This design comes from an exercise in tuning for small area, a short achievable clock period and few clock cycles per item on the open sky130 flow, not from production work. In this exercise RTL edits were held to simulation tests only and were not proved equivalent to the original.

==> 10-06 <==
==> flow/design.v <==
module bitcoin_hash (
  input  logic        clk, reset_n, start,
  input  logic [15:0] message_addr, output_addr,
  output logic        done, mem_clk, mem_we,
  output logic [15:0] mem_addr,
  output logic [31:0] mem_write_data,
  input  logic [31:0] mem_read_data
);
assign mem_clk = 1'b0;
localparam logic [2047:0] KTAB = {
  32'h428a2f98,32'h71374491,32'hb5c0fbcf,32'he9b5dba5,32'h3956c25b,32'h59f111f1,32'h923f82a4,32'hab1c5ed5,
  32'hd807aa98,32'h12835b01,32'h243185be,32'h550c7dc3,32'h72be5d74,32'h80deb1fe,32'h9bdc06a7,32'hc19bf174,
  32'he49b69c1,32'hefbe4786,32'h0fc19dc6,32'h240ca1cc,32'h2de92c6f,32'h4a7484aa,32'h5cb0a9dc,32'h76f988da,
  32'h983e5152,32'ha831c66d,32'hb00327c8,32'hbf597fc7,32'hc6e00bf3,32'hd5a79147,32'h06ca6351,32'h14292967,
  32'h27b70a85,32'h2e1b2138,32'h4d2c6dfc,32'h53380d13,32'h650a7354,32'h766a0abb,32'h81c2c92e,32'h92722c85,
  32'ha2bfe8a1,32'ha81a664b,32'hc24b8b70,32'hc76c51a3,32'hd192e819,32'hd6990624,32'hf40e3585,32'h106aa070,
  32'h19a4c116,32'h1e376c08,32'h2748774c,32'h34b0bcb5,32'h391c0cb3,32'h4ed8aa4a,32'h5b9cca4f,32'h682e6ff3,
  32'h748f82ee,32'h78a5636f,32'h84c87814,32'h8cc70208,32'h90befffa,32'ha4506ceb,32'hbef9a3f7,32'hc67178f2
};
localparam logic [255:0] IVTAB = {
  32'h6a09e667, 32'hbb67ae85, 32'h3c6ef372, 32'ha54ff53a,
  32'h510e527f, 32'h9b05688c, 32'h1f83d9ab, 32'h5be0cd19
};
function automatic logic [31:0] kc(input logic [5:0] i);
  kc = KTAB[(6'd63 - i)*32 +: 32];
endfunction
function automatic logic [31:0] ivc(input logic [2:0] i);
  ivc = IVTAB[(3'd7 - i)*32 +: 32];
endfunction
function automatic logic [31:0] ror(input logic [31:0] x, input int r);
  ror = (x >> r) | (x << (32-r));
endfunction
function automatic logic [63:0] csa(input logic [31:0] x, y, z);
  logic [31:0] s, c;
  s = x ^ y ^ z;
  c = ((x & y) | (x & z) | (y & z)) << 1;
  csa = {s, c};
endfunction
localparam logic [1:0] B_P1 = 2'd0, B_P2 = 2'd1, B_P3 = 2'd2;
localparam logic [2:0] PH_IDLE = 3'd0, PH_PRE = 3'd1, PH_RND = 3'd2,
                       PH_XFER = 3'd3, PH_FIN = 3'd4;
logic [2:0]  ph, ph_n;
logic [1:0]  blk, blk_n;
logic [6:0]  t, t_n;
logic [3:0]  nonce, nonce_n;
logic [31:0] a, b, c, d, e, f, g, hk;
logic [15:0][31:0] win;
logic [3:0][31:0] rp, rq;       
logic [15:0] ma;
logic        we;
logic [31:0] kr;                
logic        c_init, c_initp2, c_load;
logic        c_ginit, c_gp2, c_ring;    
logic [7:0]  c_iv;                     
logic [3:0]  c_fix;
logic        c_sched, c_mem, c_k80, c_k640, c_k256;
logic [3:0]  c_nn;
logic        c_wr;
logic [4:0]  c_off;
assign done = (ph == PH_IDLE);
assign mem_addr = ma;
assign mem_we = we;
assign mem_write_data = a;    
always_comb begin
  ph_n = ph; blk_n = blk; t_n = t + 7'd1; nonce_n = nonce;
  case (ph)
    PH_IDLE: begin
      t_n = 7'd0;
      if (start) begin ph_n = PH_PRE; blk_n = B_P1; nonce_n = 4'd0; end
    end
    PH_PRE:  if (t == 7'd8) begin ph_n = PH_RND; t_n = 7'd0; end
    PH_XFER: if (t == 7'd7) begin ph_n = PH_RND; blk_n = B_P2; t_n = 7'd0; end
    PH_RND:  if (t == 7'd64) begin
      t_n = 7'd0;
      case (blk)
        B_P1: ph_n = PH_XFER;
        B_P2: blk_n = B_P3;
        default: begin
          nonce_n = nonce + 4'd1;
          if (nonce == 4'd15) ph_n = PH_FIN;
          else blk_n = B_P2;
        end
      endcase
    end
    default: begin ph_n = PH_IDLE; t_n = 7'd0; end
  endcase
end
logic        d_init, d_initp2, d_load, d_xfer, d_iv0;
logic        d_ginit, d_gp2, d_ring;
logic [7:0]  d_iv;
logic [3:0]  d_fix;
logic        d_sched, d_mem, d_k80, d_k640, d_k256;
logic [3:0]  d_nn;
logic        d_wr;
logic [4:0]  d_off;
always_comb begin
  logic rn;
  rn       = (ph_n == PH_RND);
  d_init   = rn && (t_n == 7'd0);
  d_initp2 = d_init && (blk_n == B_P2);
  d_load   = rn && (t_n == 7'd64) && (blk_n != B_P3);
  d_xfer   = (ph_n == PH_XFER);
  d_ginit  = d_init || d_xfer;
  d_gp2    = d_initp2 || d_xfer;
  d_ring   = d_xfer || (ph_n == PH_PRE) || (rn && blk_n == B_P1);
  d_iv0    = rn && (blk_n == B_P3) && (t_n == 7'd63);    
  d_iv     = 8'd0;
  if (d_xfer) d_iv[t_n[2:0]] = 1'b1;
  if (d_iv0)  d_iv[0] = 1'b1;
  d_fix    = 4'd0;
  if (rn && blk_n == B_P3 && t_n <= 7'd7) d_fix[t_n[2:1]] = 1'b1;
  d_sched = 1'b0; d_mem = 1'b0; d_k80 = 1'b0; d_k640 = 1'b0; d_k256 = 1'b0;
  d_nn = 4'd0;
  case (ph_n)
    PH_PRE:  d_mem = 1'b1;
    PH_XFER: case (t_n[2:0])
               3'd0, 3'd1, 3'd2: d_mem = 1'b1;
               3'd3: d_nn = 4'd0;
               3'd4: d_k80 = 1'b1;
               default: ;
             endcase
    PH_RND: begin
      if (t_n <= 7'd7) begin
        case (blk_n)
          B_P1: d_mem = 1'b1;
          B_P2: d_k640 = (t_n == 7'd7);
          default: begin d_k80 = (t_n == 7'd0); d_k256 = (t_n == 7'd7); end
        endcase
      end else if (blk_n == B_P3 && t_n >= 7'd57) begin
        case (t_n[2:0])
          3'd1, 3'd2, 3'd3: d_mem = 1'b1;          
          3'd4: d_nn = nonce_n + 4'd1;              
          3'd5: d_k80 = 1'b1;                       
          default: ;
        endcase
      end else d_sched = 1'b1;
    end
    default: ;
  endcase
  d_wr  = 1'b0;
  d_off = 5'd16;
  case (ph_n)
    PH_IDLE: d_off = 5'd0;
    PH_PRE:  d_off = t_n[4:0] + 5'd1;
    PH_XFER: d_off = 5'd18;
    PH_RND: begin
      if (blk_n == B_P1) begin
        if (t_n <= 7'd5)       d_off = t_n[4:0] + 5'd10;
        else if (t_n == 7'd64) d_off = 5'd17;
        else                   d_off = 5'd16;
      end else begin
        if (t_n == 7'd56)      d_off = 5'd17;
        else if (t_n == 7'd57) d_off = 5'd18;
        else                   d_off = 5'd16;
        if (blk_n == B_P3 && t_n == 7'd64) begin d_wr = 1'b1; d_off = {1'b0, nonce_n}; end
      end
    end
    default: ;
  endcase
end
logic [31:0] S0, S1, ch, maj, new_a, new_e;
logic [31:0] s1, c1, s2a, c2a, s3a, c3a, s2e, c2e;
always_comb begin
  S1  = ror(e,6) ^ ror(e,11) ^ ror(e,25);
  ch  = (e & f) ^ (~e & g);
  S0  = ror(a,2) ^ ror(a,13) ^ ror(a,22);
  maj = (a & b) | (a & c) | (b & c);
  {s1, c1}   = csa(hk, S1, ch);
  {s2e, c2e} = csa(s1, c1, d);
  {s2a, c2a} = csa(s1, c1, S0);
  {s3a, c3a} = csa(s2a, c2a, maj);
  new_e = s2e + c2e;
  new_a = s3a + c3a;
end
logic [31:0] fixop, wf;
always_comb begin
  fixop = 32'd0;
  for (int k = 0; k < 8; k++) fixop = fixop | (ivc(3'(k)) & {32{c_iv[k]}});
  for (int j = 0; j < 4; j++) fixop = fixop | (rq[j] & {32{c_fix[j]}});
  wf = win[8] + fixop;
end
logic [31:0] gsel, hk_next;
logic [31:0] hs, hc, hs2, hc2;
always_comb begin
  if (c_ginit) gsel = c_gp2 ? rq[3] : ivc(3'd7);
  else        gsel = g;
  {hs, hc}   = csa(gsel, kr, win[8]);
  {hs2, hc2} = csa(hs, hc, fixop);
  hk_next = hs2 + hc2;
end
logic [31:0] sg0, sg1, sched, ss, sc, ss2, sc2, ins;
always_comb begin
  sg0 = ror(win[1],7) ^ ror(win[1],18) ^ (win[1] >> 3);
  sg1 = ror(win[14],17) ^ ror(win[14],19) ^ (win[14] >> 10);
  {ss, sc}   = csa(sg1, win[9], sg0);
  {ss2, sc2} = csa(ss, sc, win[0]);
  sched = ss2 + sc2;
  if (c_sched)    ins = sched;
  else if (c_mem) ins = mem_read_data;
  else            ins = {c_k80, 21'd0, c_k640, c_k256, c_k640, 3'd0, c_nn};
end
always_ff @(posedge clk) begin
  if (c_init) begin
    if (c_initp2) begin
      a <= rp[0]; b <= rq[0]; c <= rp[1]; d <= rq[1];
      e <= rp[2]; f <= rq[2]; g <= rp[3];
    end else begin
      a <= ivc(3'd0); b <= ivc(3'd1); c <= ivc(3'd2); d <= ivc(3'd3);
      e <= ivc(3'd4); f <= ivc(3'd5); g <= ivc(3'd6);
    end
  end else begin
    a <= new_a; b <= a; c <= b; d <= c;
    e <= new_e; f <= e; g <= f;
  end
  hk <= hk_next;
  kr <= kc(t_n[5:0]);
  for (int i = 0; i < 7; i++) win[i] <= win[i+1];
  win[7] <= wf;
  if (c_load) begin
    win[8]  <= new_a; win[9]  <= a; win[10] <= b; win[11] <= c;
    win[12] <= new_e; win[13] <= e; win[14] <= f; win[15] <= g;
  end else begin
    for (int i = 8; i < 15; i++) win[i] <= win[i+1];
    win[15] <= ins;
  end
  for (int j = 0; j < 4; j++) rp[j] <= rq[j];
  if (c_ring) begin
    for (int j = 0; j < 3; j++) rq[j] <= rp[j+1];
    rq[3] <= wf;
  end else begin
    for (int j = 0; j < 4; j++) rq[j] <= rp[j];
  end
  ma <= (c_wr ? output_addr : message_addr) + {11'd0, c_off};
end
always_ff @(posedge clk, negedge reset_n) begin
  if (!reset_n) begin
    ph <= PH_IDLE; blk <= B_P1; t <= 7'd0; nonce <= 4'd0; we <= 1'b0;
  end else begin
    ph <= ph_n; blk <= blk_n; t <= t_n; nonce <= nonce_n;
    we <= (ph == PH_RND) && (blk == B_P3) && (t == 7'd64);
  end
end
always_ff @(posedge clk) begin
    c_init <= d_init; c_initp2 <= d_initp2; c_load <= d_load; c_fix <= d_fix;
    c_ginit <= d_ginit; c_gp2 <= d_gp2; c_ring <= d_ring; c_iv <= d_iv;
    c_sched <= d_sched; c_mem <= d_mem; c_k80 <= d_k80; c_k640 <= d_k640; c_k256 <= d_k256;
    c_nn <= d_nn; c_wr <= d_wr; c_off <= d_off;
end
endmodule
==> flow/flow/run.sh <==
#!/bin/bash
set -euo pipefail
cd "$(dirname "$0")/.."
export SETUP_SLACK_MARGIN=7.5
bash standard.sh > make.log 2>&1
==> flow/standard.sh <==
#!/bin/bash
# synth_recipe.tcl (not shown) runs the flow's synth.tcl, then flattens the netlist and writes it again
# the make line also repeats each setting of config.mk as NAME=value (left out here)
make -C /OpenROAD-flow-scripts/flow DESIGN_CONFIG=/design/flow/config.mk WORK_HOME=/design/flow/orfs CLKGATE_MAP_FILE= SYNTH_SCRIPT=/design/flow/synth_recipe.tcl "${@:-finish}"
==> flow/config.mk <==
export PLATFORM = sky130hd
export DESIGN_NAME = bitcoin_hash
export DESIGN_NICKNAME = bitcoin_hash
export VERILOG_FILES = /design/flow/design.v
export SDC_FILE = /design/flow/constraint.sdc
export NUM_CORES = 4
export LEC_CHECK = 0
export CAP_MARGIN = 30
export CORE_MARGIN = 2
export CORE_UTILIZATION = 40
export CTS_BUF_LIST = sky130_fd_sc_hd__clkbuf_4 sky130_fd_sc_hd__clkbuf_8 sky130_fd_sc_hd__clkbuf_16
export CTS_CLUSTER_DIAMETER = 100
export CTS_CLUSTER_SIZE = 24
export PLACE_DENSITY = 0.55
export SLEW_MARGIN = 40
==> flow/constraint.sdc <==
create_clock -name core_clock -period 12.0 [get_ports {clk}]
set_input_delay 2.4000 -clock core_clock [delete_from_list [all_inputs] [get_ports {clk}]]
set_output_delay 2.4000 -clock core_clock [all_outputs]
set_load 0.01 [all_outputs]
==> 08-17 (differences from 10-06) <==
==> flow/flow/run.sh (replaced) <==
#!/bin/bash
set -euo pipefail
cd "$(dirname "$0")/.."
export SETUP_SLACK_MARGIN=7
bash standard.sh > make.log 2>&1
- CTS_CLUSTER_DIAMETER: 100 -> 120
- CTS_CLUSTER_SIZE: 24 -> 20
==> summary of the runs <==
10-06 finished clean. 08-17 went through all stages and came out clean.
Die area is the same in 08-17 and 10-06.
Of 08-17 and 10-06, 08-17 has the higher clock-buffer cell count (gap 11).
Critical path depth is the same in 08-17 and 10-06.
Testbench counts of 10-06, summed over its fixed seeds: cycles 69,248, items 512.
Testbench counts of 08-17, summed over its fixed seeds: cycles 69,248, items 512.

[afterwards: timing with drivers on the ports]
In the flow no input, the clock included, has a driving cell. The finished layouts below were timed again as built, in two steps. Step 1 assumes that a clkbuf_16 drives the clock port and a buf_2 every other input. Step 2 times the ports against the registers' clock, not the clock port: input delays grow and output delays shrink by t, the midpoint of the rising clock arrivals with the driver on. a / b / c = no drivers / after step 1 / after step 2; a / b = the first two.
| run | t (ns) | slack for setup (ns) | worst register clock-pin slew, ns |
|---|---|---|---|
| 10-06 | 0.790 | 7.054 / 7.054 / 6.939 | 0.11 / 0.11 |
| 08-17 | 0.770 | 7.005 / 7.005 / 6.572 | 0.10 / 0.10 |
After both steps setup and hold are still met in every run listed. The setup slack of 08-17, which loses most, moves by 0.000 ns with the drivers and by -0.433 ns with both steps.
